Background: an optimization exercise with open tools, aiming at small area, a short achievable clock period and few clock cycles per item. Do not read the settings as production practice. RTL that was checked went through simulation tests only; none was proved equivalent to the original. No functional check of the RTL was part of run 1.

`run.sh`:
```
#!/bin/bash
# synth_recipe.tcl (not shown) runs the flow's synth.tcl, then flattens the netlist and writes it again
# the make line also repeats each setting of config.mk as NAME=value (left out here)
make -C /OpenROAD-flow-scripts/flow DESIGN_CONFIG=/design/flow/config.mk WORK_HOME=/design/flow/orfs CLKGATE_MAP_FILE= SYNTH_SCRIPT=/design/flow/synth_recipe.tcl finish
```
`design.v`:
```
module fmul(
    input  [7:0] b,
    input  [7:0] c,
    output [7:0] p,
    output       pz
    );
    wire       bz = (b == 8'd0) || (c == 8'd0);
    wire [9:0] m  = {1'b1, b[3:0]} * {1'b1, c[3:0]};
    wire [2:0] pe = b[6:4] + c[6:4] + 3'd5 + {2'b00, m[9]};
    wire [3:0] pf = m[9] ? m[8:5] : m[7:4];
    assign p  = {b[7] ^ c[7], pe, pf};
    assign pz = bz || (p == 8'd0);
endmodule
module calc_frac_bits(
    input  [7:0] r,
    input  [7:0] p,
    input        pz,
    output [7:0] y
    );
    wire rz = (r == 8'd0);
    wire r_big = pz || (!rz && (r[6:0] > p[6:0]));
    wire kill  = pz || rz;
    wire [2:0] eb = r_big ? r[6:4] : p[6:4];
    wire [3:0] fb = r_big ? r[3:0] : p[3:0];
    wire [3:0] fs = r_big ? p[3:0] : r[3:0];
    wire [2:0] d  = r_big ? r[6:4] - p[6:4] : p[6:4] - r[6:4];
    wire       sb = r_big ? r[7] : p[7];
    wire       sub = (r[7] != p[7]) && !kill;
    wire [4:0]  ms = kill ? 5'd0 : {1'b1, fs};
    wire [15:0] ysh = {1'b0, ms, 10'd0} >> d;    
    wire [8:0]  yv  = ysh[15:7];
    wire        stk = |ysh[6:0];
    wire [8:0]  xv  = {1'b0, 1'b1, fb, 3'd0};
    wire [8:0]  t   = sub ? xv - yv - {8'd0, stk} : xv + yv;
    reg [2:0] ne;
    reg [3:0] nf;
    always @(*) begin
        if (t[8])      begin ne = eb + 3'd1; nf = t[7:4]; end
        else if (t[7]) begin ne = eb;        nf = t[6:3]; end
        else if (t[6]) begin ne = eb - 3'd1; nf = t[5:2]; end
        else if (t[5]) begin ne = eb - 3'd2; nf = t[4:1]; end
        else           begin ne = eb - 3'd3; nf = t[3:0]; end
    end
    assign y = {sb, ne, nf};
endmodule
module mac(
    input            Clk,
    input            Reset,
    input            go,
    input      [7:0] B,
    input      [7:0] C,
    output reg [7:0] Aout
    );
    wire [7:0] p;
    wire       pz;
    reg  [7:0] P;
    reg        Pz;
    wire [7:0] nxt;
    fmul u_mul(.b(B), .c(C), .p(p), .pz(pz));
    calc_frac_bits u_step(.r(Aout), .p(P), .pz(Pz), .y(nxt));
    always @(posedge Clk) begin
        P  <= p;
        Pz <= pz || !go;
        if (Reset) Aout <= 8'd0;
        else       Aout <= nxt;
    end
endmodule
module matrix(
    input clk,
    input [7:0] A00,
    input [7:0] A01,
    input [7:0] A02,
    input [7:0] A10,
    input [7:0] A11,
    input [7:0] A12,
    input [7:0] A20,
    input [7:0] A21,
    input [7:0] A22,
    input [7:0] B00,
    input [7:0] B01,
    input [7:0] B02,
    input [7:0] B10,
    input [7:0] B11,
    input [7:0] B12,
    input [7:0] B20,
    input [7:0] B21,
    input [7:0] B22,
    output[7:0] Out00,
    output[7:0] Out01,
    output[7:0] Out02,
    output[7:0] Out10,
    output[7:0] Out11,
    output[7:0] Out12,
    output[7:0] Out20,
    output[7:0] Out21,
    output[7:0] Out22,
    input Reset,
    input Load,
    output Done
    );
    reg [1:0] ph;
    assign Done = (ph == 2'd0);
    wire go = !Reset && (Done ? Load : (ph != 2'd3));
    always @(posedge clk) begin
        if (Reset)     ph <= 2'd0;
        else if (Done) ph <= Load ? 2'd1 : 2'd0;
        else           ph <= ph + 2'd1;
    end
    wire s1 = (ph == 2'd1);
    wire s2 = (ph == 2'd2);
    wire [7:0] a0 = s1 ? A01 : s2 ? A02 : A00;
    wire [7:0] a1 = s1 ? A11 : s2 ? A12 : A10;
    wire [7:0] a2 = s1 ? A21 : s2 ? A22 : A20;
    wire [7:0] b0 = s1 ? B10 : s2 ? B20 : B00;
    wire [7:0] b1 = s1 ? B11 : s2 ? B21 : B01;
    wire [7:0] b2 = s1 ? B12 : s2 ? B22 : B02;
    mac mac_00(.Clk(clk), .Reset(Reset), .go(go), .B(a0), .C(b0), .Aout(Out00));
    mac mac_01(.Clk(clk), .Reset(Reset), .go(go), .B(a0), .C(b1), .Aout(Out01));
    mac mac_02(.Clk(clk), .Reset(Reset), .go(go), .B(a0), .C(b2), .Aout(Out02));
    mac mac_10(.Clk(clk), .Reset(Reset), .go(go), .B(a1), .C(b0), .Aout(Out10));
    mac mac_11(.Clk(clk), .Reset(Reset), .go(go), .B(a1), .C(b1), .Aout(Out11));
    mac mac_12(.Clk(clk), .Reset(Reset), .go(go), .B(a1), .C(b2), .Aout(Out12));
    mac mac_20(.Clk(clk), .Reset(Reset), .go(go), .B(a2), .C(b0), .Aout(Out20));
    mac mac_21(.Clk(clk), .Reset(Reset), .go(go), .B(a2), .C(b1), .Aout(Out21));
    mac mac_22(.Clk(clk), .Reset(Reset), .go(go), .B(a2), .C(b2), .Aout(Out22));
endmodule
```
`config.mk`:
```
export PLATFORM = sky130hd
export DESIGN_NAME = matrix
export DESIGN_NICKNAME = matrix
export VERILOG_FILES = /design/flow/design.v
export SDC_FILE = /design/flow/constraint.sdc
export NUM_CORES = 4
export LEC_CHECK = 0
export CAP_MARGIN = 20
export CORE_MARGIN = 2
export CORE_UTILIZATION = 40
export SLEW_MARGIN = 20
```
`constraint.sdc`:
```
create_clock -name core_clock -period 5.0 [get_ports {clk}]
set_input_delay 1.0000 -clock core_clock [delete_from_list [all_inputs] [get_ports {clk}]]
set_output_delay 1.0000 -clock core_clock [all_outputs]
set_load 0.01 [all_outputs]
```
==> results of run 1 <==
[cell usage after synthesis, drive strengths merged (16+ instances only)]
cell type | n | area (sq um)
or2 | 27 | 168.9
o21a | 48 | 360.4
buf | 36 | 202.7
dfxtp | 155 | 3103
or3 | 34 | 212.7
a211oi | 38 | 295.3
a21o | 57 | 427.9
nor4 | 28 | 211.5
nand4 | 20 | 125.1
a21boi | 25 | 187.7
nand2b | 58 | 362.9
o22ai | 33 | 212.7
inv | 472 | 1772
and2 | 36 | 225.2
a2111oi | 16 | 166.4
mux2i | 123 | 1256
o31ai | 22 | 178.9
nor2b | 52 | 325.3
o211ai | 31 | 232.7
nand3 | 47 | 240.2
o21bai | 32 | 240.2
mux2 | 49 | 563.0
nor2 | 349 | 1313
xor2 | 50 | 445.4
fa | 102 | 2042
o21ai | 219 | 1111
xnor2 | 93 | 837.1
clkbuf | 87 | 326.6
nor3 | 76 | 380.4
a31oi | 35 | 234.0
ha | 424 | 5305
nand2 | 314 | 1179
or4 | 29 | 217.7
a21oi | 271 | 1368
[area by class of cell]
class | count | area, sq um
Clock inverter | 14 | 151.4
Sequential cell | 155 | 3184
Timing Repair Buffer | 1173 | 9913
Fill cell | 5991 | 26230
Tap cell | 931 | 1165
Inverter | 481 | 1862
Clock buffer | 18 | 439.2
Multi-Input combinational cell | 2964 | 26000
[worst paths after layout]
kind                       start                     endpoint  cells after the start
max reg2reg     ph[0]$_SDFF_PP0_            mac_20.Pz$_DFF_P_                     27
min          mac_10.P[7]$_DFF_P_  mac_10.Aout[7]$_SDFFE_PP0P_                      2
max             ph[0]$_SDFF_PP0_            mac_20.Pz$_DFF_P_                     27
min reg2reg  mac_10.P[7]$_DFF_P_  mac_10.Aout[7]$_SDFFE_PP0P_                      2
[stage by stage]
step | hold WS [ps] | setup TNS, ps | std cells | instance area, sq um
floorplan | 443.4 | -31920 | 3722 | 28700
global placement | 461.8 | -57480 | 5528 | 37390
detailed placement | 467.9 | -62520 | 5528 | 37390
CTS | 481.2 | -18310 | 5661 | 39970
global route | 498.0 | -33500 | 5736 | 42710
finish | 472.1 | -19950 | 5736 | 42710
[state kept, by name (all words and copies together) (netlist names), 2 cells and up]
register / count
mac_00.Aout: 8
mac_00.P: 8
mac_01.Aout: 8
mac_01.P: 8
mac_02.Aout: 8
mac_02.P: 8
mac_10.Aout: 8
mac_10.P: 8
mac_11.Aout: 8
mac_11.P: 8
mac_12.Aout: 8
mac_12.P: 8
mac_20.Aout: 8
mac_20.P: 8
mac_21.Aout: 8
mac_21.P: 8
mac_22.Aout: 8
mac_22.P: 8
ph: 2
[repair_timing]
action,CTS,global route
gates resized for setup,284,520
endpoints found under the setup margin,90,127
pin swaps,143,274
gates cloned,1,3
setup buffers,109,103
hold endpoints to repair,0,0
[cell families after synthesis]
kind of cell	Yosys count	share of synthesized area, %
muxes	174	6.670
and+or+nand+nor	1121	19.16
xor gates and xnor gates	143	4.588
adders and majority gates	526	26.28
AOI/OAI and AO/OA	999	23.85
DFF	155	11.10
buffers and inverters	604	8.353
[critical path, stage by stage, from the launching register on]
cell and delay, ps:
dfxtp_2 330, inv_2 50, ha_4 190, buf_12 130, buf_12 130, mux2i_2 160, o21ai_4 240, buf_6 140
buf_12 100, buf_8 110, nand2b_4 50, fa_1 470, fa_1 510, fa_2 540, inv_2 40, ha_4 280
o21ai_4 60, o211ai_1 280, nand3b_4 130, xnor2_2 150, ha_2 190, fa_2 380, xnor2_2 150, xnor2_1 180
xnor2_1 100, or4_1 510, or4_1 520, o21ai_1 130
[layer usage]
layer  global-route usage, %  vias up
met5                       0        -
met4                   7.027        0
met3                   3.757      136
met2                   42.66      906
met1                   35.19    14550
li1                        -    15190
==> impl_results.md, run 1 <==
* CTS Root Cell: clkbuf_16
* PortBufs at 219
* Pin count of the biggest net entering global routing at 35
* GR Overflow Total at 0
* Asr flop ratio synth at 0%
* Die X-Extent at 268.3 um
* Most common cell after layout, fill and taps aside: buf_4
* Syn nets at 4395
* Global-route usage over all layers at 25.88%
* CP endpoint kind: register
* Worst-path maximum fanout at 6
* # rows at 96
* Critical Path RT at 5440 ps
* First-pass DRT Iterations at 6
* DRC Markers at 0
* Max-cap check violation count at 0
* DR WL/cell at 17.18 um
* Layout area overhead at 52.81%
* WL final at 98.57 mm
* Final worst slack at -1325 ps
* Place WS at -1955 ps
* Wire length on met1 at 45.00 mm
* Via density at 5.367
* Max transition margin at 33.67%
* Critical path type: register to register
* Die ar. at 72010 sq um
* Synth Cell Area at 27950 sq um
* Yosys cell types at 114
* Placer Congestion at 0.9401
* Antenna cells at 0
* Clock Latency Late Sink at 510 ps
* Slew @ Worst Pin at 982.1 ps
* Most frequent cells in the layout: buf_4 (851), inv_1 (423), ha_1 (322), nor2_1 (314), nand2_1 (296)
* Clk_skew at 8.820 ps
* DP HPWL at 76.00 mm
* Final Hold Fails at 0
* RSZ-0062 raised after global routing: true
* Die height at 268.3 um
* CTS tree: built
* #FFs+latches synth at 155
* DR iter-0 viols at 1939
* End-of-flow core utilization at 61.95%
* Initial antenna violation count at 1
* Setup violators final at 49
* Net count, final at 5465
* Vias in the first global route at 29330
* Period utilization at 126.5%
* Clock-pin slew of the registers on the worst-case setup and hold paths at 70 ps
* Routed met3 length at 6.146 mm
* Final ANT Viol Nets at 0
* First-pass GRT wire length at 150.0 mm
* Minimum clock period at 6325 ps
* Core area at 68950 sq um
* Highest Signal Layer: met4
* YS warnings at 3
* Num Clock Sinks at 155
* Outcome: failed layout checks
* Total CTS buffers at 17
* Ys flop type: dfxtp_1
* Number of synthesized flops with an enable pin at 0
* Fmax at 158.1 MHz
* Worst Path Arrival at 6770 ps
* CP startpoint kind: register
* Fail Reasons: negative setup slack
* Layout cell share with drive strength beyond 1 at 35.48%
* Gate Count Post-Synth at 3722
* Worst reg2reg setup slack at -1330 ps
* Hold crit path type: register to register
* Vias at 30790
* Syn Area/Cell at 7.510 sq um
* Post-synthesis sequential area ratio at 11.10%
* Met2 wire length at 45.15 mm
* Largest buffer count on any clock path at 2
* Number of I/O pins at 220
* CTS HTree Levels at 4
* # hold bufs at CTS at 0
* Effective utilization at floorplan at 40.54%
* Pins over their slew limit at 0
==> inputs of run 2 (changes only) <==
--- a/design.v
+++ b/design.v
@@ -5,10 +5,60 @@
     output       pz
     );
-    wire       bz = (b == 8'd0) || (c == 8'd0);
-    wire [9:0] m  = {1'b1, b[3:0]} * {1'b1, c[3:0]};
-    wire [2:0] pe = b[6:4] + c[6:4] + 3'd5 + {2'b00, m[9]};
-    wire [3:0] pf = m[9] ? m[8:5] : m[7:4];
-    assign p  = {b[7] ^ c[7], pe, pf};
-    assign pz = bz || (p == 8'd0);
+    wire [3:0] u = b[3:0];
+    wire [3:0] v = c[3:0];
+    wire [7:0] uv = {u, v};
+    wire s0 = (u[1] & v[3]) ^ (u[2] & v[2]);
+    wire c0 = (u[1] & v[3]) & (u[2] & v[2]);
+    wire s1 = (u[2] & v[3]) ^ (u[3] & v[2]);
+    wire c1 = (u[2] & v[3]) & (u[3] & v[2]);
+    wire s2 = (u[0] & v[3]) ^ (u[1] & v[2]);
+    wire c2 = (u[0] & v[3]) & (u[1] & v[2]);
+    wire s3 = (u[3] & v[1]) ^ u[0] ^ v[0];
+    wire c3 = ((u[3] & v[1]) & u[0]) | ((u[3] & v[1]) & v[0]) | ((u[0] & v[0]));
+    wire s4 = u[1] ^ v[1] ^ c0;
+    wire c4 = ((u[1] & v[1])) | (u[1] & c0) | (v[1] & c0);
+    wire s5 = (u[3] & v[3]) ^ u[2] ^ v[2];
+    wire c5 = ((u[3] & v[3]) & u[2]) | ((u[3] & v[3]) & v[2]) | ((u[2] & v[2]));
+    wire s6 = (u[0] & v[2]) ^ (u[1] & v[1]);
+    wire c6 = (u[0] & v[2]) & (u[1] & v[1]);
+    wire s7 = (u[2] & v[1]) ^ (u[3] & v[0]) ^ s2;
+    wire c7 = ((u[2] & v[1]) & (u[3] & v[0])) | ((u[2] & v[1]) & s2) | ((u[3] & v[0]) & s2);
+    wire s8 = s0 ^ c2 ^ s3;
+    wire c8 = (s0 & c2) | (s0 & s3) | (c2 & s3);
+    wire s9 = s1 ^ c3 ^ s4;
+    wire c9 = (s1 & c3) | (s1 & s4) | (c3 & s4);
+    wire s10 = c1 ^ c4 ^ s5;
+    wire c10 = (c1 & c4) | (c1 & s5) | (c4 & s5);
+    wire s11 = u[3] ^ v[3] ^ c5;
+    wire c11 = ((u[3] & v[3])) | (u[3] & c5) | (v[3] & c5);
+    wire [9:0] r0 = {1'b0, 1'b1, c10, c9, c8, c7, c6, (u[2] & v[0]), (u[0] & v[1]), (u[0] & v[0])};
+    wire [9:0] r1 = {1'b0, c11, s11, s10, s9, s8, s7, s6, (u[1] & v[0]), 1'b0};
+    wire [9:0] m = r0 + r1;
+    wire [2:0] es  = b[6:4] + c[6:4];
+    wire [2:0] pe0 = es + 3'd5;
+    wire [2:0] pe1 = es + 3'd6;
+    assign p = {b[7] ^ c[7], m[9] ? pe1 : pe0, m[9] ? m[8:5] : m[7:4]};
+    wire f0n = (uv == 8'h00);
+    wire f0s = (uv == 8'h1f) ||
+        (uv == 8'h2d) ||
+        (uv == 8'h2e) ||
+        (uv == 8'h3b) ||
+        (uv == 8'h3c) ||
+        (uv == 8'h4a) ||
+        (uv == 8'h4b) ||
+        (uv == 8'h59) ||
+        (uv == 8'h68) ||
+        (uv == 8'h77) ||
+        (uv == 8'h86) ||
+        (uv == 8'h95) ||
+        (uv == 8'ha4) ||
+        (uv == 8'hb3) ||
+        (uv == 8'hb4) ||
+        (uv == 8'hc3) ||
+        (uv == 8'hd2) ||
+        (uv == 8'he2) ||
+        (uv == 8'hf1);
+    assign pz = (b == 8'd0) || (c == 8'd0) ||
+                (!(b[7] ^ c[7]) && ((f0n && es == 3'd3) || (f0s && es == 3'd2)));
 endmodule
 module calc_frac_bits(
@@ -32,5 +82,5 @@
     wire        stk = |ysh[6:0];
     wire [8:0]  xv  = {1'b0, 1'b1, fb, 3'd0};
-    wire [8:0]  t   = sub ? xv - yv - {8'd0, stk} : xv + yv;
+    wire [8:0]  t   = xv + (yv ^ {9{sub}}) + {8'd0, sub & !stk};
     reg [2:0] ne;
     reg [3:0] nf;
@@ -102,17 +152,23 @@
     assign Done = (ph == 2'd0);
     wire go = !Reset && (Done ? Load : (ph != 2'd3));
+    reg [1:0] ph_n;
+    always @(*) begin
+        if (Reset)     ph_n = 2'd0;
+        else if (Done) ph_n = Load ? 2'd1 : 2'd0;
+        else           ph_n = ph + 2'd1;
+    end
+    reg s0, s1, s2;
     always @(posedge clk) begin
-        if (Reset)     ph <= 2'd0;
-        else if (Done) ph <= Load ? 2'd1 : 2'd0;
-        else           ph <= ph + 2'd1;
+        ph <= ph_n;
+        s0 <= (ph_n == 2'd0) || (ph_n == 2'd3);
+        s1 <= (ph_n == 2'd1);
+        s2 <= (ph_n == 2'd2);
     end
-    wire s1 = (ph == 2'd1);
-    wire s2 = (ph == 2'd2);
-    wire [7:0] a0 = s1 ? A01 : s2 ? A02 : A00;
-    wire [7:0] a1 = s1 ? A11 : s2 ? A12 : A10;
-    wire [7:0] a2 = s1 ? A21 : s2 ? A22 : A20;
-    wire [7:0] b0 = s1 ? B10 : s2 ? B20 : B00;
-    wire [7:0] b1 = s1 ? B11 : s2 ? B21 : B01;
-    wire [7:0] b2 = s1 ? B12 : s2 ? B22 : B02;
+    wire [7:0] a0 = ({8{s0}} & A00) | ({8{s1}} & A01) | ({8{s2}} & A02);
+    wire [7:0] a1 = ({8{s0}} & A10) | ({8{s1}} & A11) | ({8{s2}} & A12);
+    wire [7:0] a2 = ({8{s0}} & A20) | ({8{s1}} & A21) | ({8{s2}} & A22);
+    wire [7:0] b0 = ({8{s0}} & B00) | ({8{s1}} & B10) | ({8{s2}} & B20);
+    wire [7:0] b1 = ({8{s0}} & B01) | ({8{s1}} & B11) | ({8{s2}} & B21);
+    wire [7:0] b2 = ({8{s0}} & B02) | ({8{s1}} & B12) | ({8{s2}} & B22);
     mac mac_00(.Clk(clk), .Reset(Reset), .go(go), .B(a0), .C(b0), .Aout(Out00));
     mac mac_01(.Clk(clk), .Reset(Reset), .go(go), .B(a0), .C(b1), .Aout(Out01));
--- a/config.mk
+++ b/config.mk
@@ -6,4 +6,5 @@
 export NUM_CORES = 4
 export LEC_CHECK = 0
+export ABC_AREA = 1
 export CAP_MARGIN = 20
 export CORE_MARGIN = 2
==> impl_results.md, run 2 <==
* #FFs+latches synth at 158
* Global-route usage over all layers at 24.21%
* # hold bufs at CTS at 0
* Clock-pin slew of the registers on the worst-case setup and hold paths at 70 ps
* Non-filler instance count after layout at 5256
* Ys flop type: dfxtp_1
* Total CTS buffers at 17
* PortBufs at 219
* Gate Count Post-Synth at 4176
* CTS HTree Levels at 4
* Top post-synthesis cells by count: nand2_1 (1095), inv_1 (671), nand3_1 (389)
* Slowest-stage cell, CP: dfxtp_1
* Die X-Extent at 260.8 um
* RSZ-0062 raised after global routing: false
* Max transition margin at 43.96%
* Critical path type: register to register
* Critical Path RT at 5360 ps
* Family with the most delay on the worst path: simple AND/OR/NAND/NOR gates
* Placement Cell Area at 29580 sq um
* Top cell type's share of synthesized area at 15.58%
* Period utilization at 89.97%
* Largest buffer count on any clock path at 2
* Most frequent cell after synthesis: nand2_1
* Main area contributors after synthesis: nand2_1 (16%), ha_1 (15%), dfxtp_1 (12%)
* Fin area at 30210 sq um
* Slew @ Worst Pin at 840.6 ps
* Die height at 260.8 um
* Final Hold Fails at 0
* Pins over their slew limit at 0
* Layout area overhead at 14.52%
* YS warnings at 3
* Num Clock Sinks at 158
* Pin count of the biggest net entering global routing at 52
* Number of synthesized flops with an enable pin at 0
* Largest area contributor in the netlist: nand2_1
* GR Overflow Total at 0
* Layout cell share with drive strength beyond 1 at 7.514%
* Asr flop ratio synth at 0%
* Number of I/O pins at 220
* Vias at 26820
* CP startpoint kind: register
* Most frequent cells in the layout: nand2_1 (1095), inv_1 (671), nand3_1 (389), ha_1 (307), nor2_1 (268)
* Post-synthesis sequential area ratio at 11.99%
* First-pass DRT Iterations at 5
* Setup_tns at 0 ps
* Slowest cell delay on critical path at 480 ps
* Most common cell after layout, fill and taps aside: nand2_1
* Inst Count DP at 5224
* DR WL/cell at 15.61 um
* # rows at 94
* DR iter-0 viols at 2098
* Final ANT Viol Nets at 0
* Syn nets at 4732
* Minimum clock period at 4498 ps
* Placer Congestion at 0.9630
* Syn Area/Cell at 6.317 sq um
* Outcome: timing/DRC/antenna clean
* DP HPWL at 67.28 mm
* WL final at 82.02 mm
* CTS tree: built
* Die ar. at 68020 sq um
* Effective utilization at floorplan at 40.27%
* Antenna cells at 0
* CP Buf/Inv Count at 5
* Fmax at 222.3 MHz
* Most common cell on crit path: nand2_1
* DRC Markers at 0
* Initial antenna violation count at 0
* Net count, final at 4935
* Core area at 65510 sq um
* Hold crit path type: register to register
* Via density at 5.104
* Max-cap check violation count at 0
* CTS Root Cell: clkbuf_16
* Synth Cell Area at 26380 sq um
* Vias in the first global route at 25140
* Setup violators final at 0
* Worst-path maximum fanout at 25
* Clock Latency Late Sink at 490 ps
* Worst Path Arrival at 4860 ps
* Yosys cell types at 60
* CP endpoint kind: register
* Clk_skew at 14.08 ps
* First-pass GRT wire length at 132.0 mm
## run 2: cell count changes after synthesis, moves of 82 or more
cell     delta
xor2_1     +82
nand2_1   +781
a21oi_1    -90
nand3_1   +343
ha_1      -114
mux2i_1   -121
inv_1     +203
## run 2: worst reg2reg max path, delay by kind of cell, from the launching register on
family,cells,cell delay (ps)
xor+xnor,1,150
flops,1,480
simple gates,16,1540
buf+inv,5,430
compound gates,5,960
fa+ha+maj,2,790
## run 2: logic make-up after synthesis
logic type                 synth area share (%)
and+or+nand+nor                           33.71
DFF                                       11.99
xor gates and xnor gates                  6.702
AOI/OAI and AO/OA                         12.68
adders and majority gates                 22.22
buffers and inverters                     12.70
## run 2: final timing paths
| check | cells past startpoint | end | slack, ps | startpoint |
|---|---|---|---|---|
| worst min-delay path | 1 | ph[0]$_DFF_P_ | 520 | ph[0]$_DFF_P_ |
| worst min register to register | 1 | ph[0]$_DFF_P_ | 520 | ph[0]$_DFF_P_ |
| worst max-delay path | 29 | mac_11.Aout[5]$_SDFF_PP0_ | 500 | mac_11.Aout[4]$_SDFF_PP0_ |
| worst max register to register | 29 | mac_11.Aout[5]$_SDFF_PP0_ | 500 | mac_11.Aout[4]$_SDFF_PP0_ |
## run 2: what timing repair did
item                                    CTS  global route
gates resized for setup                   0             8
endpoints found under the setup margin    0            22
setup buffers                             0             0
## run 2: cell type report
cell class                 instances  area, sq um
tap                              864         1081
fill                            6864        35300
clock buffer                      22        464.2
timing repair buffer             274         2693
multi-input combinational       3193        19900
clock inverter                    10        137.6
inverter                         735         2771
sequential                       158         3167
## run 2: per-layer routing
metal / vias to the layer above / GRT usage, % / wire (um)
met5: - / 0 / 0
li1: 13760 / - / -
met3: 89 / 3.535 / 4937
met4: 0 / 5.476 / 1383
met2: 705 / 38.99 / 36140
met1: 12270 / 34.00 / 39560
## run 2: metrics by stage
| step | setup WS (ps) | hold slack [ps] | util [%] |
|---|---|---|---|
| 6_report | 501.6 | 523.1 | 46.12 |
| 3_5_place_dp | 30.20 | 516.5 | 45.15 |
| 2_1_floorplan | 815.7 | 474.5 | - |
| 3_3_place_gp | 139.7 | 510.8 | 45.15 |
| 4_1_cts | 366.4 | 526.5 | 46.07 |
| 5_1_grt | 42.50 | 575.9 | 46.12 |
Testbench counts of run 2, summed over its fixed seeds: cycles 512, items 128.
==> inputs of run 3 (changes only) <==
--- a/design.v
+++ b/design.v
@@ -70,17 +70,17 @@
     wire rz = (r == 8'd0);
     wire r_big = pz || (!rz && (r[6:0] > p[6:0]));
-    wire kill  = pz || rz;
+    wire [2:0] d_rp = r[6:4] - p[6:4];
+    wire [2:0] d_pr = p[6:4] - r[6:4];
+    wire [15:0] ya = {1'b0, !pz, p[3:0] & {4{!pz}}, 10'd0} >> d_rp;
+    wire [15:0] yb = {1'b0, !rz, r[3:0], 10'd0} >> d_pr;
+    wire [15:0] ysh = r_big ? ya : yb;
+    wire [8:0]  yv  = ysh[15:7];
+    wire        stk = |ysh[6:0];
     wire [2:0] eb = r_big ? r[6:4] : p[6:4];
     wire [3:0] fb = r_big ? r[3:0] : p[3:0];
-    wire [3:0] fs = r_big ? p[3:0] : r[3:0];
-    wire [2:0] d  = r_big ? r[6:4] - p[6:4] : p[6:4] - r[6:4];
     wire       sb = r_big ? r[7] : p[7];
-    wire       sub = (r[7] != p[7]) && !kill;
-    wire [4:0]  ms = kill ? 5'd0 : {1'b1, fs};
-    wire [15:0] ysh = {1'b0, ms, 10'd0} >> d;    
-    wire [8:0]  yv  = ysh[15:7];
-    wire        stk = |ysh[6:0];
-    wire [8:0]  xv  = {1'b0, 1'b1, fb, 3'd0};
-    wire [8:0]  t   = xv + (yv ^ {9{sub}}) + {8'd0, sub & !stk};
+    wire       sub = r[7] ^ p[7];
+    wire [8:0] xv = {1'b0, 1'b1, fb, 3'd0};
+    wire [8:0] t  = sub ? xv - yv - {8'd0, stk} : xv + yv;
     reg [2:0] ne;
     reg [3:0] nf;
--- a/config.mk
+++ b/config.mk
@@ -6,5 +6,4 @@
 export NUM_CORES = 4
 export LEC_CHECK = 0
-export ABC_AREA = 1
 export CAP_MARGIN = 20
 export CORE_MARGIN = 2
==> impl_results.md, run 3 <==
* CP endpoint kind: register
* First-pass DRT Iterations at 6
* Post-synthesis sequential area ratio at 10.77%
* Worst reg2reg setup slack at 240 ps
* Most frequent cell after synthesis: inv_1
* Clk_skew at 10.66 ps
* PortBufs at 219
* #FFs+latches synth at 158
* Worst Min Path Start: mac_12.P[7]$_DFF_P_
* Layout area overhead at 23.01%
* Syn Area/Cell at 7.233 sq um
* CTS Root Cell: clkbuf_16
* Gate Count Post-Synth at 4060
* DP HPWL at 79.67 mm
* Clock-pin slew of the registers on the worst-case setup and hold paths at 60 ps
* YS warnings at 3
* Top post-synthesis cells by count: inv_1 (435), ha_1 (409), nor2_1 (405)
* Total CTS buffers at 17
* CTS tree: built
* Synth Cell Area at 29360 sq um
* Num Clock Sinks at 158
* Initial antenna violation count at 1
* Critical Path RT at 5430 ps
* DR WL/cell at 17.91 um
* Most frequent cells in the layout: inv_1 (434), buf_4 (415), ha_1 (405), nor2_1 (401), nand2_1 (316)
* Die height at 274.9 um
* Setup violators final at 0
* Asr flop ratio synth at 0%
* Pins over their slew limit at 0
* Die X-Extent at 274.9 um
* First-pass GRT wire length at 156.0 mm
* Critical Path End: mac_01.P[3]$_DFF_P_
* Worst-path maximum fanout at 4
* Syn nets at 4724
* Number of synthesized flops with an enable pin at 0
* CP startpoint kind: input port
* Critical path type: input port to register
* Reg2reg start: mac_01.P[4]$_DFF_P_
* DRC Markers at 0
* Placement Cell Area at 35270 sq um
* WL final at 98.47 mm
* Final Hold Fails at 0
* Max transition margin at 32.71%
* Layout cell share with drive strength beyond 1 at 13.13%
* Fin area at 36120 sq um
* Core area at 72830 sq um
* Largest buffer count on any clock path at 2
* Vias at 31320
* Number of I/O pins at 220
* Slew @ Worst Pin at 1002 ps
* Net count, final at 5190
* Reg-to-reg endpoint: mac_01.Aout[6]$_SDFF_PP0_
* Vias in the first global route at 29510
* Effective utilization at floorplan at 40.32%
* Max-cap check violation count at 0
* Fmax at 207.9 MHz
* CTS HTree Levels at 4
* Most common cell after layout, fill and taps aside: inv_1
* Placer Congestion at 0.9832
* GR Overflow Total at 0
* Worst Path Arrival at 5240 ps
* # rows at 99
* Clock Latency Late Sink at 490 ps
* Via density at 5.697
* Pin count of the biggest net entering global routing at 39
* Hold crit path type: register to register
* DR iter-0 viols at 2896
* Worst Setup SP: B21[1]
* Yosys cell types at 83
* Die ar. at 75590 sq um
* Main area contributors after synthesis: ha_1 (17%), dfxtp_1 (11%), fa_1 (7.4%)
* Top cell type's share of synthesized area at 17.43%
* R2R cell count at 23
* Antenna cells at 0
* Final ANT Viol Nets at 0
* Global-route usage over all layers at 25.48%
* Outcome: timing/DRC/antenna clean
* Largest area contributor in the netlist: ha_1
* Minimum clock period at 4809 ps
* Period utilization at 96.18%
* Ys flop type: dfxtp_1
## run 3: worst max-delay path, cell delays in order
cell and delay [ps]:
clkdlybuf4s50_1 390, a222oi_1 500, buf_4 220, clkinv_1 120, nand2_1 100, fa_1 410
inv_1 80, fa_1 420, ha_1 350, nand2_1 70, nor3_1 40, a311o_1 400
a21o_1 200, and2_1 160, o21a_1 220, or4_1 470, nand2_1 70
## run 3: cells by family (layout without fill, tap and decap cells)
family,after synthesis,after routing,synth area share (%)
buffers and inverters,645,1123,8.279
flip-flops,158,158,10.77
multiplexers,136,136,4.777
XOR/XNOR,181,181,5.399
AO/OA/AOI/OAI,1124,1125,25.27
adder cells (fa/ha/maj),517,517,24.79
AND/OR/NAND/NOR,1299,1299,20.72
## run 3: worst min path at each step
| stage | depth (start not counted) | endpoint | slack [ps] |
|---|---|---|---|
| global route | 2 | mac_12.Aout[7]$_SDFFE_PP0P_ | 540 |
| global placement | 2 | mac_12.Aout[7]$_SDFFE_PP0P_ | 490 |
| floorplan | 2 | mac_11.Aout[7]$_SDFFE_PP0P_ | 470 |
| finish | 2 | mac_12.Aout[7]$_SDFFE_PP0P_ | 500 |
| CTS | 2 | mac_12.Aout[7]$_SDFFE_PP0P_ | 500 |
| detailed placement | 2 | mac_12.Aout[7]$_SDFFE_PP0P_ | 490 |
## run 3: metrics by stage
step	hold WS (ps)	util, %	setup TNS (ps)	setup slack, ps	cells
floorplan	468.8	-	-36.32	-36.32	4060
global placement	488.6	48.43	-1248	-165.1	5461
detailed placement	494.8	48.43	-2538	-231.7	5461
CTS	503.8	49.26	0	69.89	5493
global route	537.5	49.59	-62.73	-47.84	5498
finish	504.3	49.59	0	190.9	5498
## run 3: cell type report
| cell class | count | area (sq um) |
|---|---|---|
| clock inverters | 13 | 165.2 |
| inverters | 450 | 1690 |
| multi-input cells | 3258 | 24010 |
| fillers | 7343 | 36710 |
| flip-flops and latches | 158 | 3173 |
| clock buffers | 19 | 442.9 |
| well taps | 959 | 1200 |
| repair buffers | 641 | 5443 |
## run 3: what timing repair did
item | CTS | global route
resized for setup | 0 | 64
setup endpoints to repair | 0 | 51
buffers inserted | 0 | 3
hold endpoints to repair | 0 | 0
hold buffers | 0 | 0
## run 3: per-layer routing
metal / vias up / part of all wire, % / global-route usage [%]
met1: 14650 / 46 / 35.86
met2: 1091 / 44 / 40.26
li1: 15440 / - / -
met3: 145 / 7.5 / 4.085
met5: - / 0.0091 / 0
met4: 2 / 2.2 / 6.743
Testbench counts of run 3, summed over its fixed seeds: cycles 512, items 128.
==> inputs of run 4 (changes only) <==
--- a/design.v
+++ b/design.v
@@ -70,25 +70,25 @@
     wire rz = (r == 8'd0);
     wire r_big = pz || (!rz && (r[6:0] > p[6:0]));
-    wire [2:0] d_rp = r[6:4] - p[6:4];
-    wire [2:0] d_pr = p[6:4] - r[6:4];
-    wire [15:0] ya = {1'b0, !pz, p[3:0] & {4{!pz}}, 10'd0} >> d_rp;
-    wire [15:0] yb = {1'b0, !rz, r[3:0], 10'd0} >> d_pr;
-    wire [15:0] ysh = r_big ? ya : yb;
-    wire [8:0]  yv  = ysh[15:7];
-    wire        stk = |ysh[6:0];
+    wire kill  = pz || rz;
     wire [2:0] eb = r_big ? r[6:4] : p[6:4];
     wire [3:0] fb = r_big ? r[3:0] : p[3:0];
+    wire [3:0] fs = r_big ? p[3:0] : r[3:0];
+    wire [2:0] d  = r_big ? r[6:4] - p[6:4] : p[6:4] - r[6:4];
     wire       sb = r_big ? r[7] : p[7];
     wire       sub = r[7] ^ p[7];
-    wire [8:0] xv = {1'b0, 1'b1, fb, 3'd0};
-    wire [8:0] t  = sub ? xv - yv - {8'd0, stk} : xv + yv;
+    wire [4:0]  ms  = kill ? 5'd0 : {1'b1, fs};
+    wire [12:0] ysh = {ms, 8'd0} >> d;     
+    wire [6:0]  yv  = {1'b0, ysh[12:7]};
+    wire        stk = |ysh[6:0];
+    wire [6:0]  xv  = {1'b0, 1'b1, fb, 1'b0};
+    wire [6:0]  t   = xv + (yv ^ {7{sub}}) + {6'd0, sub & !stk};
     reg [2:0] ne;
     reg [3:0] nf;
     always @(*) begin
-        if (t[8])      begin ne = eb + 3'd1; nf = t[7:4]; end
-        else if (t[7]) begin ne = eb;        nf = t[6:3]; end
-        else if (t[6]) begin ne = eb - 3'd1; nf = t[5:2]; end
-        else if (t[5]) begin ne = eb - 3'd2; nf = t[4:1]; end
-        else           begin ne = eb - 3'd3; nf = t[3:0]; end
+        if (t[6])      begin ne = eb + 3'd1; nf = t[5:2]; end
+        else if (t[5]) begin ne = eb;        nf = t[4:1]; end
+        else if (t[4]) begin ne = eb - 3'd1; nf = t[3:0]; end
+        else if (t[3]) begin ne = eb - 3'd2; nf = {t[2:0], 1'b0}; end
+        else           begin ne = eb - 3'd3; nf = {t[1:0], 2'b00}; end
     end
     assign y = {sb, ne, nf};
--- a/config.mk
+++ b/config.mk
@@ -6,4 +6,5 @@
 export NUM_CORES = 4
 export LEC_CHECK = 0
+export ABC_AREA = 1
 export CAP_MARGIN = 20
 export CORE_MARGIN = 2
==> impl_results.md, run 4 <==
* CTS HTree Levels at 4
* Ys flop type: dfxtp_1
* Fmax at 219.9 MHz
* Max-cap check violation count at 0
* Period utilization at 90.96%
* Asr flop ratio synth at 0%
* Largest buffer count on any clock path at 2
* DR iter-0 viols at 1589
* Final ANT Viol Nets at 0
* Effective utilization at floorplan at 40.41%
* Global-route usage over all layers at 23.98%
* Fillers at 6489
* CTS tree: built
* Net count, final at 4718
* DRC Markers at 0
* Worst-path maximum fanout at 17
* Total CTS buffers at 17
* GR Overflow Total at 0
* DR WL/cell at 15.30 um
* Synth Cell Area at 24940 sq um
* First-pass DRT Iterations at 6
* Antenna cells at 0
* Die X-Extent at 253.7 um
* #FFs+latches synth at 158
* Hold Worst Slack at 500.7 ps
* Place WS at 89.96 ps
* Slowest-stage cell, CP: dfxtp_1
* Layout cell share with drive strength beyond 1 at 6.491%
* Most frequent cells in the layout: nand2_1 (996), inv_1 (667), nand3_1 (359), ha_1 (301), nor2_1 (300)
* Critical path type: register to register
* Die ar. at 64360 sq um
* Die height at 253.7 um
* Inst Count DP at 4976
* Setup violators final at 0
* Layout area overhead at 16.47%
* Hold crit path type: register to register
* Minimum clock period at 4548 ps
* Clock-pin slew of the registers on the worst-case setup and hold paths at 70 ps
* Largest area contributor in the netlist: ha_1
* CP endpoint kind: register
* Pin count of the biggest net entering global routing at 60
* Clock Latency Late Sink at 490 ps
* Slowest cell delay on critical path at 420 ps
* Main area contributors after synthesis: ha_1 (15%), nand2_1 (15%), dfxtp_1 (13%)
* First-pass GRT wire length at 122.1 mm
* Non-filler instance count after layout at 5012
* Post-synthesis sequential area ratio at 12.68%
* Number of I/O pins at 220
* YS warnings at 3
* Setup_tns at 0 ps
* WL final at 76.68 mm
* Placer Congestion at 1.004
* CP startpoint kind: register
* Vias in the first global route at 23330
* CTS Root Cell: clkbuf_16
* Yosys cell types at 47
* Most frequent cell after synthesis: nand2_1
* Syn nets at 4467
* DP HPWL at 63.06 mm
* Syn Area/Cell at 6.377 sq um
* Final Hold Fails at 0
* Vias at 24900
* Clk_skew at 14.29 ps
* Outcome: timing/DRC/antenna clean
* Worst Path Arrival at 4940 ps
* Gate Count Post-Synth at 3911
* Final worst slack at 451.8 ps
* Top post-synthesis cells by count: nand2_1 (996), inv_1 (668), nand3_1 (359)
* Via density at 4.968
* Number of synthesized flops with an enable pin at 0
* Most common cell after layout, fill and taps aside: nand2_1
* Pins over their slew limit at 0
* Core area at 61710 sq um
* Critical Path RT at 5390 ps
* Num Clock Sinks at 158
* Top cell type's share of synthesized area at 15.10%
* Max transition margin at 46.87%
* Slew @ Worst Pin at 797.0 ps
* Initial antenna violation count at 1
* # rows at 91
* PortBufs at 219
-- run 4: path summary, 6_finish.rpt --
path | slack, ps | depth (start not counted) | startpoint | endpoint
min reg2reg | 500 | 2 | mac_10.P[7]$_DFF_P_ | mac_10.Aout[7]$_SDFFE_PP0N_
min | 500 | 2 | mac_10.P[7]$_DFF_P_ | mac_10.Aout[7]$_SDFFE_PP0N_
max reg2reg | 450 | 28 | mac_00.Aout[4]$_SDFF_PP0_ | mac_00.Aout[1]$_SDFF_PP0_
max | 450 | 28 | mac_00.Aout[4]$_SDFF_PP0_ | mac_00.Aout[1]$_SDFF_PP0_
-- run 4: cell type report --
class	count	area [sq um]	area share [%]
sequential	158	3167	10.90
timing repair buffer	292	2778	9.562
clock inverter	15	217.7	0.7495
inverter	694	2605	8.968
tap	837	1047	3.605
multi-input combinational	2999	18810	64.75
clock buffer	17	425.4	1.465
-- run 4: logic make-up after synthesis --
family                   after synthesis  share of synthesized area (%)
flip-flops                           158                          12.68
adder cells (fa/ha/maj)              409                          23.77
AO/OA/AOI/OAI                        510                          11.35
XOR/XNOR                             168                          5.990
AND/OR/NAND/NOR                     1912                          34.24
buffers and inverters                754                          11.97
-- run 4: repair_timing --
item,in CTS,in global routing
gates resized for setup,0,3
buffers inserted,0,4
hold buffers,0,0
setup endpoints to repair,0,5
-- run 4: stage by stage --
step           util [%]  instance area [sq um]
6_report          47.07                  29050
5_1_grt           47.07                  29050
4_1_cts           47.00                  29000
3_5_place_dp      45.96                  28360
3_3_place_gp      45.96                  28360
2_1_floorplan         -                  24940
-- run 4: critical path: cells and delay by family, from the launching register on --
family,cells,cell delay (ps)
and+or+nand+nor,12,1310
adders and majority gates,3,1060
AOI/OAI and AO/OA,6,800
buffers and inverters,5,430
xor gates and xnor gates,2,420
DFF,1,420
-- run 4: metal layers --
layer  up-vias  track usage (%)  routed length, um
met1     11180            32.20              35750
met4         0            7.210               1829
met3       101            4.363               4853
met2       665            39.02              34240
met5         -                0                  0
li1      12950                -                  -
Testbench counts of run 4, summed over its fixed seeds: cycles 512, items 128.
==> inputs of run 5 (changes only) <==
--- a/config.mk
+++ b/config.mk
@@ -10,3 +10,4 @@
 export CORE_MARGIN = 2
 export CORE_UTILIZATION = 40
+export GPL_TIMING_DRIVEN = 0
 export SLEW_MARGIN = 20
==> impl_results.md, run 5 <==
* DR WL/cell at 15.96 um
* Number of synthesized flops with an enable pin at 0
* Via density at 5.007
* CTS tree: built
* DRC Markers at 0
* Total CTS buffers at 17
* Largest buffer count on any clock path at 2
* Max-cap check violation count at 0
* Largest family of logic cells by synthesized area: simple AND/OR/NAND/NOR gates
* Clock-pin slew of the registers on the worst-case setup and hold paths at 70 ps
* Placer Congestion at 1.059
* Slowest-stage cell, CP: fa_1
* GR Overflow Total at 0
* Simple-Gate Fraction of Synth Area at 34.24%
* Most common cell on crit path: nand2_1
* Global-route usage over all layers at 24.81%
* Layout area overhead at 15.76%
* Most common cell after layout, fill and taps aside: nand2_1
* First-pass DRT Iterations at 6
* Ys flop type: dfxtp_1
* Pins over their slew limit at 0
* Outcome: timing/DRC/antenna clean
* Antenna cells at 0
* Final ANT Viol Nets at 0
* RSZ-0062 raised after global routing: false
* Period utilization at 94.29%
* Number of I/O pins at 220
* CP cell instances: clkdlybuf4s50_1 -> nand2_1 -> nand3_1 -> buf_2 -> nand2_1 -> inv_1 -> ha_1 -> inv_1 -> fa_1 -> fa_1 -> inv_1 -> ha_1 -> a21oi_1 -> o21a_1 -> nand2_1 -> a21o_1 -> a21oi_1 -> nand2_1 -> inv_2 -> nand2_1 -> o21ai_1
* Vias at 25030
* Pin count of the biggest net entering global routing at 21
* Most frequent cells in the layout: nand2_1 (996), inv_1 (668), nand3_1 (358), ha_1 (301), nor2_1 (300)
* CP Buf/Inv Count at 6
* Asr flop ratio synth at 0%
* Layout cell share with drive strength beyond 1 at 6.031%
* Largest area contributor in the netlist: ha_1
* Multiplexer share of the synthesized area at 0%
* Die height at 253.7 um
* WL final at 79.77 mm
* Fmax at 212.1 MHz
* Gate Count Post-Synth at 3911
* Family with the most delay on the worst path: adder cells
* YS warnings at 3
* Vias in the first global route at 23390
* PortBufs at 219
* Main area contributors after synthesis: ha_1 (15%), nand2_1 (15%), dfxtp_1 (13%)
* Top cell type's share of synthesized area at 15.10%
* Worst-path maximum fanout at 14
* Core area at 61710 sq um
* Synth Cell Area at 24940 sq um
* CP endpoint kind: register
* Clk_skew at 13.91 ps
* Place WS at -580.3 ps
* Critical path type: input port to register
* First-pass GRT wire length at 125.3 mm
* DP HPWL at 65.37 mm
* Slew @ Worst Pin at 1170 ps
* Max transition margin at 21.38%
* Slowest cell delay on critical path at 500 ps
* Setup violators final at 0
* Post-synthesis sequential area ratio at 12.68%
* Top post-synthesis cells by count: nand2_1 (996), inv_1 (668), nand3_1 (359)
* Synth Area in Compound Gates at 11.35%
* CTS HTree Levels at 4
* Most frequent cell after synthesis: nand2_1
* Minimum clock period at 4714 ps
* Post-Synth XOR/XNOR Area at 5.990%
* Worst Path Arrival at 5130 ps
* #FFs+latches synth at 158
* Effective utilization at floorplan at 40.41%
* Initial antenna violation count at 3
* CP startpoint kind: input port
* Yosys cell types at 47
* Final Hold Fails at 0
* # hold bufs at CTS at 0
* Die ar. at 64360 sq um
* Critical Path RT at 5410 ps
* Die X-Extent at 253.7 um
* Clock Latency Late Sink at 490 ps
* CTS Root Cell: clkbuf_16
* Syn Area/Cell at 6.377 sq um
* Num Clock Sinks at 158
* Hold crit path type: register to register
* Adder-cell share of the synthesized area at 23.77%
* Net count, final at 4705
* Final worst slack at 285.6 ps
* DR iter-0 viols at 1861
* # rows at 91
* Syn nets at 4467
==> run 5: final timing paths <==
kind,from,end,slack [ps],cells past startpoint
setup / recovery,B12[3],mac_12.P[0]$_DFF_P_,290,21
hold / removal,mac_20.Aout[7]$_SDFFE_PP0P_,mac_20.Aout[7]$_SDFFE_PP0P_,510,2
setup reg to reg,mac_01.Aout[4]$_SDFF_PP0_,mac_01.Aout[0]$_SDFF_PP0_,430,25
hold reg to reg,mac_20.Aout[7]$_SDFFE_PP0P_,mac_20.Aout[7]$_SDFFE_PP0P_,510,2
==> run 5: cells by family after synthesis <==
group,Yosys count
AOI/OAI and AO/OA,510
xor gates and xnor gates,168
adders and majority gates,409
buffers and inverters,754
DFF,158
and+or+nand+nor,1912
==> run 5: metrics by stage <==
| step | hold slack, ps | TNS, ps | cell area, sq um | std cells | util [%] |
|---|---|---|---|---|---|
| floorplan | 474.1 | 0 | 24940 | 3911 | - |
| global placement | 486.6 | -22330 | 28180 | 4967 | 45.66 |
| detailed placement | 502.6 | -23590 | 28180 | 4967 | 45.67 |
| CTS | 513.3 | 0 | 28760 | 4998 | 46.60 |
| global route | 534.9 | 0 | 28870 | 4999 | 46.78 |
| finish | 511.0 | 0 | 28870 | 4999 | 46.78 |
==> run 5: layout make-up <==
class                   instances  area, sq um
clock buffers                  17        425.4
inverters                     694         2605
clock inverters                15        150.1
repair buffers                221         2207
plain buffers                  58        401.6
flip-flops and latches        158         3166
multi-input cells            2999        18870
fillers                      6608        32840
well taps                     837         1047
==> run 5: layer usage <==
| metal | GRT usage [%] | vias up | wire length (um) |
|---|---|---|---|
| met4 | 6.941 | 2 | 1970 |
| met3 | 4.128 | 94 | 4729 |
| li1 | - | 12910 | - |
| met2 | 39.79 | 647 | 35320 |
| met5 | 0 | - | 11 |
| met1 | 34.24 | 11380 | 37740 |
==> run 5: worst reg2reg max path, cell delays in order, from the launching register on <==
cell and delay (ps):
dfxtp_1 490, inv_1 100, ha_1 430, nand2_1 80, inv_1 60, nand2_1 60
nor2_1 120, nor2_2 70, nand2_4 130, nand2_4 110, nand2_1 100, nand3_1 110
o21ai_0 230, nand2_1 100, o21ai_0 230, xor2_1 120, ha_1 260, fa_1 410
nand3_1 100, nand2_1 110, a21oi_1 270, or2_2 180, nand2_1 160, o21ai_0 190
o21bai_1 180, inv_1 60
==> run 5: repair_timing <==
item | CTS | global route
setup endpoints to repair | 4 | 69
pin swaps | 0 | 2
buffers inserted | 0 | 2
gates cloned | 0 | 0
resized for setup | 1 | 45
==> inputs of run 6 (changes only) <==
--- a/design.v
+++ b/design.v
@@ -7,5 +7,4 @@
     wire [3:0] u = b[3:0];
     wire [3:0] v = c[3:0];
-    wire [7:0] uv = {u, v};
     wire s0 = (u[1] & v[3]) ^ (u[2] & v[2]);
     wire c0 = (u[1] & v[3]) & (u[2] & v[2]);
@@ -39,26 +38,5 @@
     wire [2:0] pe1 = es + 3'd6;
     assign p = {b[7] ^ c[7], m[9] ? pe1 : pe0, m[9] ? m[8:5] : m[7:4]};
-    wire f0n = (uv == 8'h00);
-    wire f0s = (uv == 8'h1f) ||
-        (uv == 8'h2d) ||
-        (uv == 8'h2e) ||
-        (uv == 8'h3b) ||
-        (uv == 8'h3c) ||
-        (uv == 8'h4a) ||
-        (uv == 8'h4b) ||
-        (uv == 8'h59) ||
-        (uv == 8'h68) ||
-        (uv == 8'h77) ||
-        (uv == 8'h86) ||
-        (uv == 8'h95) ||
-        (uv == 8'ha4) ||
-        (uv == 8'hb3) ||
-        (uv == 8'hb4) ||
-        (uv == 8'hc3) ||
-        (uv == 8'hd2) ||
-        (uv == 8'he2) ||
-        (uv == 8'hf1);
-    assign pz = (b == 8'd0) || (c == 8'd0) ||
-                (!(b[7] ^ c[7]) && ((f0n && es == 3'd3) || (f0s && es == 3'd2)));
+    assign pz = (b == 8'd0) || (c == 8'd0) || (p == 8'd0);
 endmodule
 module calc_frac_bits(
--- a/config.mk
+++ b/config.mk
@@ -10,4 +10,3 @@
 export CORE_MARGIN = 2
 export CORE_UTILIZATION = 40
-export GPL_TIMING_DRIVEN = 0
 export SLEW_MARGIN = 20
==> impl_results.md, run 6 <==
* Gate Count Post-Synth at 3890
* Slew @ Worst Pin at 851.1 ps
* Via density at 4.940
* Period utilization at 92.24%
* First-pass DRT Iterations at 7
* Critical path type: register to register
* Top cell type's share of synthesized area at 15.04%
* Critical Path RT at 5460 ps
* Outcome: timing/DRC/antenna clean
* Syn nets at 4428
* PortBufs at 219
* Multi-input logic area at 18170 sq um
* Final Hold Fails at 0
* Effective utilization at floorplan at 40.30%
* RSZ-0062 raised after global routing: false
* Hold Worst Slack at 498.4 ps
* Ys flop type: dfxtp_1
* Post-synthesis sequential area ratio at 12.79%
* Layout area overhead at 15.54%
* CP startpoint kind: register
* Initial antenna violation count at 0
* Fillers at 6460
* DP HPWL at 56.02 mm
* Global-route usage over all layers at 21.50%
* Die X-Extent at 252.7 um
* CTS tree: built
* Die height at 252.7 um
* Top post-synthesis cells by count: nand2_1 (991), inv_1 (750), nand3_1 (401)
* Setup violators final at 0
* DR iter-0 viols at 1494
* Slowest cell delay on critical path at 420 ps
* Family with the most delay on the worst path: simple AND/OR/NAND/NOR gates
* Vias in the first global route at 22290
* Fmax at 216.8 MHz
* Largest area contributor in the netlist: nand2_1
* Worst Path Arrival at 5070 ps
* Pins over their slew limit at 0
* Core area at 61370 sq um
* Largest buffer count on any clock path at 2
* Hold crit path type: register to register
* Clk_skew at 18.39 ps
* Yosys cell types at 45
* Setup repair bufs after CTS at 0
* Number of synthesized flops with an enable pin at 0
* Asr flop ratio synth at 0%
* Clock Latency Late Sink at 510 ps
* Final ANT Viol Nets at 0
* Synth Cell Area at 24730 sq um
* DR WL/cell at 13.83 um
* Most common cell on crit path: nand2_1
* Setup_tns at 0 ps
* Seq. cell area at 3168 sq um
* Max transition margin at 42.74%
* GR Overflow Total at 0
* Slowest-stage cell, CP: fa_1
* Minimum clock period at 4612 ps
* Pin count of the biggest net entering global routing at 36
* DRC Markers at 0
* CP endpoint kind: register
* Max-cap check violation count at 0
* First-pass GRT wire length at 111.2 mm
* Total CTS buffers at 17
* Main area contributors after synthesis: nand2_1 (15%), ha_1 (14%), dfxtp_1 (13%)
* #FFs+latches synth at 158
* Most frequent cells in the layout: nand2_1 (990), inv_1 (749), nand3_1 (401), ha_1 (283), clkdlybuf4s50_1 (219)
* Syn Area/Cell at 6.358 sq um
* Most frequent cell after synthesis: nand2_1
* Die ar. at 63840 sq um
* Worst-path maximum fanout at 14
* Clock-pin slew of the registers on the worst-case setup and hold paths at 80 ps
* Num Clock Sinks at 158
* Antenna cells at 0
* CTS Root Cell: clkbuf_16
* CTS HTree Levels at 4
* YS warnings at 3
* CP Buf/Inv Count at 5
* Placer Congestion at 0.8846
* WL final at 67.92 mm
* # rows at 91
* Net count, final at 4648
* Number of I/O pins at 220
* Vias at 24270
* Layout cell share with drive strength beyond 1 at 6.403%
* Worst reg2reg setup slack at 390 ps
* Most common cell after layout, fill and taps aside: nand2_1
-- run 6: cell families (layout without fill, tap and decap cells) --
kind of cell	Yosys count	after routing	share of synthesized area, %
and+or+nand+nor	1848	1848	34.02
buffers and inverters	851	1084	13.82
AOI/OAI and AO/OA	504	504	11.25
adders and majority gates	391	391	23.06
DFF	158	158	12.79
xor gates and xnor gates	137	137	5.034
muxes	1	1	0.04047
-- run 6: final cells by class --
| cell class | count | share of cell area [%] |
|---|---|---|
| timing repair buffer | 278 | 9.616 |
| clock inverter | 13 | 0.5473 |
| multi-input combinational | 2881 | 63.57 |
| sequential | 158 | 11.09 |
| tap | 790 | 3.459 |
| inverter | 774 | 10.17 |
| clock buffer | 19 | 1.550 |
-- run 6: final timing paths --
check | startpoint | to | cells past startpoint
setup reg to reg | mac_21.Aout[4]$_SDFF_PP0_ | mac_21.Aout[2]$_SDFF_PP0_ | 30
hold reg to reg | mac_12.P[7]$_DFF_P_ | mac_12.Aout[7]$_SDFFE_PP0N_ | 2
setup / recovery | mac_21.Aout[4]$_SDFF_PP0_ | mac_21.Aout[2]$_SDFF_PP0_ | 30
hold / removal | mac_12.P[7]$_DFF_P_ | mac_12.Aout[7]$_SDFFE_PP0N_ | 2
-- run 6: layer usage --
metal  wire [um]  part of all wire, %  track usage [%]  vias to the layer above
li1            -                    -                -                    12750
met1       33080                   49            29.23                    10990
met2       30870                   45            35.69                      486
met3        3214                  4.7            3.903                       43
met4         763                  1.1            3.922                        0
met5           0                    0                0                        -
-- run 6: stage by stage --
stage / worst slack (ps) / util [%] / std cells / cell area, sq um
after floorplan: 695.2 / - / 3890 / 24730
after global placement: 161.1 / 45.56 / 4881 / 27960
after detailed placement: 143.5 / 45.56 / 4881 / 27960
after CTS: 286.9 / 46.54 / 4913 / 28560
after global routing: 9.527 / 46.56 / 4913 / 28570
final: 388.0 / 46.56 / 4913 / 28570
-- run 6: timing repair --
action                     in CTS  in global routing
setup endpoints to repair       0                  5
hold buffers                    0                  0
gates resized for setup         0                  6
-- run 6: worst min-delay path: cells and delay by family, from the launching register on --
family	cells	cell delay, ps
DFF	1	320
and+or+nand+nor	1	80
AOI/OAI and AO/OA	1	60
Testbench counts of run 6, summed over its fixed seeds: cycles 512, items 128.
==> inputs of run 7 (changes only) <==
==> flow/run.sh (new file) <==
#!/bin/bash
# The standard layout, with each port buffered by a sky130_fd_sc_hd__buf_1
# instead of the default port buffer cell.
set -euo pipefail
export BUFFER_PORTS_ARGS="-buffer_cell sky130_fd_sc_hd__buf_1"
bash standard.sh finish > standard_flow.log 2>&1
==> standard.sh (new file) <==
#!/bin/bash
# synth_recipe.tcl (not shown) runs the flow's synth.tcl, then flattens the netlist and writes it again
# the make line also repeats each setting of config.mk as NAME=value (left out here)
make -C /OpenROAD-flow-scripts/flow DESIGN_CONFIG=/design/flow/config.mk WORK_HOME=/design/flow/orfs CLKGATE_MAP_FILE= SYNTH_SCRIPT=/design/flow/synth_recipe.tcl "${@:-finish}"
removed: run.sh
==> impl_results.md, run 7 <==
* Top post-synthesis cells by count: nand2_1 (991), inv_1 (750), nand3_1 (401)
* Multi-input logic area at 18150 sq um
* First-pass DRT Iterations at 5
* Most common cell after layout, fill and taps aside: nand2_1
* Syn Area/Cell at 6.358 sq um
* Critical path type: register to register
* Syn nets at 4428
* Multiplexer share of the synthesized area at 0.04047%
* Final ANT Viol Nets at 0
* First-pass GRT wire length at 109.2 mm
* CTS Root Cell: clkbuf_16
* Largest area contributor in the netlist: nand2_1
* Post-synthesis sequential area ratio at 12.79%
* # hold bufs at CTS at 0
* Minimum clock period at 4557 ps
* CP endpoint kind: register
* Synth Cell Area at 24730 sq um
* DR WL/cell at 13.64 um
* PortBufs at 219
* Yosys cell types at 45
* Vias in the first global route at 22130
* Critical Path RT at 5370 ps
* Hold endpoint: mac_22.Aout[7]$_SDFFE_PP0P_
* Clock-pin slew of the registers on the worst-case setup and hold paths at 70 ps
* Pin count of the biggest net entering global routing at 66
* Most frequent cells in the layout: nand2_1 (990), inv_1 (749), nand3_1 (401), ha_1 (283), buf_1 (219)
* Clock Latency Late Sink at 490 ps
* Placement Cell Area at 26550 sq um
* Worst-path maximum fanout at 28
* CP startpoint kind: register
* Simple-Gate Fraction of Synth Area at 34.02%
* Die ar. at 63840 sq um
* Net count, final at 4654
* Outcome: timing/DRC/antenna clean
* Layout area overhead at 9.577%
* Synth Area in Compound Gates at 11.25%
* Place WS at 261.9 ps
* Worst Path Arrival at 4930 ps
* Fmax at 219.4 MHz
* Max-cap check violation count at 0
* Die X-Extent at 252.7 um
* Final worst slack at 442.8 ps
* Fillers at 6552
* Global-route usage over all layers at 21.19%
* Slew @ Worst Pin at 929.6 ps
* Effective utilization at floorplan at 40.30%
* CTS tree: built
* Asr flop ratio synth at 0%
* Largest buffer count on any clock path at 2
* DP HPWL at 55.66 mm
* Adder-cell share of the synthesized area at 23.06%
* Top cell type's share of synthesized area at 15.04%
* Post-Synth XOR/XNOR Area at 5.034%
* Hold depth at 2
* Seq. cell area at 3167 sq um
* R2R cell count at 20
* Via density at 4.923
* Setup violators final at 0
* Antenna cells at 0
* Setup_tns at 0 ps
* End-of-flow core utilization at 44.16%
* WL final at 67.09 mm
* YS warnings at 3
* Layout cell share with drive strength beyond 1 at 6.515%
* Max transition margin at 38.03%
* Reg-to-reg endpoint: mac_10.Pz$_DFF_P_
* Fin area at 27100 sq um
* Vias at 24210
* Core area at 61370 sq um
* Ys flop type: dfxtp_1
* Clk_skew at 12.48 ps
* Main area contributors after synthesis: nand2_1 (15%), ha_1 (14%), dfxtp_1 (13%)
* Pins over their slew limit at 0
* Die height at 252.7 um
* Gate Count Post-Synth at 3890
* # rows at 91
* Hold crit path type: register to register
* Reg2reg start: s2$_DFF_P_
* RSZ-0062 raised after global routing: true
* Number of I/O pins at 220
* Most frequent cell after synthesis: nand2_1
* Initial antenna violation count at 0
* DR iter-0 viols at 1467
* Setup repair bufs after CTS at 0
* GR Overflow Total at 0
* Final Hold Fails at 0
* Num Clock Sinks at 158
* #FFs+latches synth at 158
* CTS HTree Levels at 4
* Number of synthesized flops with an enable pin at 0
* Largest family of logic cells by synthesized area: simple AND/OR/NAND/NOR gates
* Period utilization at 91.14%
* Worst reg2reg setup slack at 440 ps
* DRC Markers at 0
* Total CTS buffers at 17
* Placer Congestion at 0.8918
* Worst Min Path Start: mac_22.P[7]$_DFF_P_
[run 7: cell counts after synthesis]
Identical to the previous run, type by type.
[run 7: per-layer routing]
metal  GRT usage [%]  part of all wire (%)  up-vias
li1                -                     -    12750
met3           3.079                   4.2       51
met5               0                     0        -
met2           35.42                    46      453
met4           4.007                   1.2        0
met1           29.04                    49    10960
[run 7: worst max-delay path: stages (launching register included)]
cell and delay [ps]:
dfxtp_2 830, buf_4 280, nand2_1 60, nand3_1 390
inv_1 230, fa_1 540, inv_1 50, fa_1 460
ha_1 370, nand2_1 110, nor2_1 60, a211oi_1 200
nand2_1 140, nand2_2 110, nand3_4 130, o21ai_1 190
inv_1 50, nand2_1 50, nor2_1 40, nand2_1 60
nand2_1 50
[run 7: worst max path at each step]
stage / start / endpoint / slack [ps] / cells after the start
2_1_floorplan: B12[3] / mac_02.Pz$_DFF_P_ / 700 / 22
3_3_place_gp: A21[2] / mac_22.Pz$_DFF_P_ / 270 / 23
3_5_place_dp: A20[2] / mac_22.Pz$_DFF_P_ / 260 / 23
4_1_cts: mac_21.Aout[4]$_SDFF_PP0_ / mac_21.Aout[4]$_SDFF_PP0_ / 380 / 28
5_1_grt: mac_21.Aout[4]$_SDFF_PP0_ / mac_21.Aout[6]$_SDFF_PP0_ / -20 / 28
6_report: s2$_DFF_P_ / mac_10.Pz$_DFF_P_ / 440 / 20
[run 7: kinds of logic after synthesis]
group / count (synthesis)
buffers and inverters: 851
muxes: 1
DFF: 158
xor gates and xnor gates: 137
and+or+nand+nor: 1848
AOI/OAI and AO/OA: 504
adders and majority gates: 391
[run 7: layout make-up]
class,count,share of cell area [%]
multi-input combinational,2881,66.99
clock inverter,15,0.4617
tap,790,3.647
inverter,774,10.72
sequential,158,11.69
clock buffer,17,1.570
timing repair buffer,284,4.926
[run 7: timing repair]
action                                  CTS  global route
endpoints found under the setup margin    0             4
endpoints found under the hold margin     0             0
resized for setup                         0             2
[run 7: through the flow]
stage,std cells,hold WS (ps)
2_1_floorplan,3890,470.4
3_3_place_gp,4887,490.4
3_5_place_dp,4887,498.4
4_1_cts,4919,509.0
5_1_grt,4919,535.9
6_report,4919,506.5

-- re-timing with driven ports --
The results above use ideal ports. As a check the final layouts listed here were re-extracted and re-timed, cells and wires unchanged. Step 1 assumes that a clkbuf_16 drives the clock port and a buf_2 every other input. Step 2 times the ports against the registers' clock, not the clock port: input delays grow and output delays shrink by t, the midpoint of the rising clock arrivals with the driver on. Three values: ideal, step 1, step 2; two values: the first two.
run	t, ns	slack for setup (ns)	latest minus earliest clock arrival (ns)	worst slew at a driven data input, ns
run 1	0.560	-1.325 / -1.450 / -2.011	0.013 / 0.013	0.19
run 2	0.544	0.502 / 0.502 / 0.027	0.016 / 0.015	0.05
run 3	0.548	0.191 / 0.235 / -0.314	0.011 / 0.011	0.13
run 4	0.546	0.452 / 0.452 / 0.025	0.015 / 0.015	0.05
run 5	0.546	0.286 / 0.320 / -0.226	0.018 / 0.017	0.04
run 6	0.561	0.388 / 0.388 / 0.111	0.019 / 0.020	0.08
run 7	0.548	0.443 / 0.443 / 0.209	0.017 / 0.017	0.10
With both steps, setup timing fails in run 3 and run 5, where it was met with ideal ports. The setup slack of run 1, which loses most, moves by -0.125 ns with the drivers and by -0.686 ns with both steps.
